This is an optimization exercise on Yosys and OpenROAD, whose aim is small area, not a production implementation. In this exercise RTL edits were held to simulation tests only and were not proved equivalent to the original. No activity file was given, so power comes from the tool's default toggle rates.

## ysyx_23060336
module ysyx_23060336(
  input         clock,
                reset,
                io_interrupt,
                io_master_awready,
  output        io_master_awvalid,
  output [31:0] io_master_awaddr,
  output [3:0]  io_master_awid,
  output [7:0]  io_master_awlen,
  output [2:0]  io_master_awsize,
  output [1:0]  io_master_awburst,
  input         io_master_wready,
  output        io_master_wvalid,
  output [31:0] io_master_wdata,
  output [3:0]  io_master_wstrb,
  output        io_master_wlast,
                io_master_bready,
  input         io_master_bvalid,
  input  [1:0]  io_master_bresp,
  input  [3:0]  io_master_bid,
  input         io_master_arready,
  output        io_master_arvalid,
  output [31:0] io_master_araddr,
  output [3:0]  io_master_arid,
  output [7:0]  io_master_arlen,
  output [2:0]  io_master_arsize,
  output [1:0]  io_master_arburst,
  output        io_master_rready,
  input         io_master_rvalid,
  input  [1:0]  io_master_rresp,
  input  [31:0] io_master_rdata,
  input         io_master_rlast,
  input  [3:0]  io_master_rid,
  output        io_slave_awready,
  input         io_slave_awvalid,
  input  [31:0] io_slave_awaddr,
  input  [3:0]  io_slave_awid,
  input  [7:0]  io_slave_awlen,
  input  [2:0]  io_slave_awsize,
  input  [1:0]  io_slave_awburst,
  output        io_slave_wready,
  input         io_slave_wvalid,
  input  [31:0] io_slave_wdata,
  input  [3:0]  io_slave_wstrb,
  input         io_slave_wlast,
                io_slave_bready,
  output        io_slave_bvalid,
  output [1:0]  io_slave_bresp,
  output [3:0]  io_slave_bid,
  output        io_slave_arready,
  input         io_slave_arvalid,
  input  [31:0] io_slave_araddr,
  input  [3:0]  io_slave_arid,
  input  [7:0]  io_slave_arlen,
  input  [2:0]  io_slave_arsize,
  input  [1:0]  io_slave_arburst,
  input         io_slave_rready,
  output        io_slave_rvalid,
  output [1:0]  io_slave_rresp,
  output [31:0] io_slave_rdata,
  output [3:0]  io_slave_rid,
  output        io_slave_rlast
);
export LEC_CHECK = 0
export CAP_MARGIN = 5
export CORE_MARGIN = 2
export CORE_UTILIZATION = 40
export PLACE_DENSITY = 0.8
export SLEW_MARGIN = 5
create_clock -name core_clock -period 25.0 [get_ports {clock}]
standard.sh (not shown) runs the stock make flow with config.mk's settings and CLKGATE_MAP_FILE= SYNTH_SCRIPT=/design/flow/synth_recipe.tcl, a recipe that flattens the netlist after the stock synthesis.
==> flow/flow/run.sh <==
#!/bin/bash
# Standard ORFS layout, except: synthesis maps the logic with an area-oriented
# abc script (flow/abc_area.script, via flow/mysynth.tcl), and CTS uses
# clkbuf_8 clock buffers, small clusters and no dummy loads.  Each step's
# output goes to a log file in this folder.
set -euo pipefail
W=$(pwd)
export MY_ABC_SCRIPT=$W/flow/abc_area.script
CTS="-sink_clustering_enable -repair_clock_nets -dont_use_dummy_load -buf_list sky130_fd_sc_hd__clkbuf_8 -root_buf sky130_fd_sc_hd__clkbuf_16 -sink_clustering_size 15 -sink_clustering_max_diameter 50"
M=(make -C "$FLOW_HOME" DESIGN_CONFIG=$W/config.mk WORK_HOME=$W/orfs CLKGATE_MAP_FILE= SYNTH_SCRIPT=$W/flow/mysynth.tcl)
"${M[@]}" synth > $W/synth.log 2>&1
CTS_ARGS="$CTS" "${M[@]}" CTS_ARGS="$CTS" finish > $W/layout.log 2>&1
R=$W/orfs/results/$FLOW_PLATFORM/ysyx_23060336/base
: # left out here: write the final layout as DEF
==> flow/flow/abc_area.script <==
strash
&get -n
&fraig -x
&put
scorr
dc2
dc2
strash
&get -n
&dch -f
&nf -R 1000 -p -F 8 -a -A 4 -C 32
&put
==> flow/flow/mysynth.tcl <==
proc synth {args} { yosys synth -nofsm -noshare {*}$args }
# technology mapping with an area-oriented abc script and no delay target
proc abc {args} {
  set out {}
  set i 0
  while {$i < [llength $args]} {
    set a [lindex $args $i]
    if {$a eq "-script"} {
      lappend out -script $::env(MY_ABC_SCRIPT)
      incr i 2
    } elseif {$a eq "-D" || $a eq "-constr"} {
      incr i 2
    } else {
      lappend out $a
      incr i
    }
  }
  yosys abc {*}$out
}
source $::env(SCRIPTS_DIR)/synth.tcl
# left out here: clear keep_hierarchy, flatten, clean up, hide names made inside functions, write 1_2_yosys.v
==> next run, changes <==
==> flow/flow/abc_area.script (replaced) <==
strash
&get -n
&fraig -x
&put
scorr
dc2
dc2
strash
&get -n
&dch -f
&nf -R 1000 -p -F 8 -a -A 4
&put
PLACE_DENSITY = 0.6   (was 0.8)
What happened: The changed run passed the timing, design-rule and antenna checks; core utilization rises by 0.55 points; clock skew goes down by 0.053 ns; global-route usage goes up by 1.2 points; synthesized area is about the same; die area barely changes; critical path depth decreases by 5; setup slack gets better by 0.026 ns; non-clock buffer count came out higher by 73.
==> next run, changes <==
PLACE_DENSITY = 0.7   (was 0.6)
Outcome:
- The new run went through all stages and came out clean
- total power falls by 1.3%
- worst setup slack hardly moves
- clock power falls by about 3%
- sequential power hardly moves
- design area falls by 0.74%
- routed wire length falls by 3.0%
- die area stays the same
- first-iteration DRC count rises by 14%
- global-route usage falls by 1.0 points
- count of clock-buffer cells in the layout falls by 8
- hold slack gains 0.016 ns

[re-timing with driven ports]
Ports are ideal in the flow. The routed layouts listed here were re-timed in OpenROAD. Step 1: set_driving_cell puts a clkbuf_16 on clock and a buf_2 on each other input, an assumption about the parent block. Step 2 times the ports against the registers' clock, not the clock port: input delays grow and output delays shrink by t, the midpoint of the rising clock arrivals with the driver on. Slacks: ideal / step 1 / step 2; pairs: ideal / step 1.
| run | t, ns | slack for setup (ns) | clock arrival spread, ns |
|---|---|---|---|
| the first run | 0.862 | 0.669 / 0.588 / 1.035 | 0.146 / 0.146 |
| the second run | 0.893 | 0.695 / 0.610 / 0.948 | 0.096 / 0.096 |
| the third run | 0.867 | 0.692 / 0.607 / 1.252 | 0.179 / 0.178 |
After both steps every run listed still meets setup and hold.
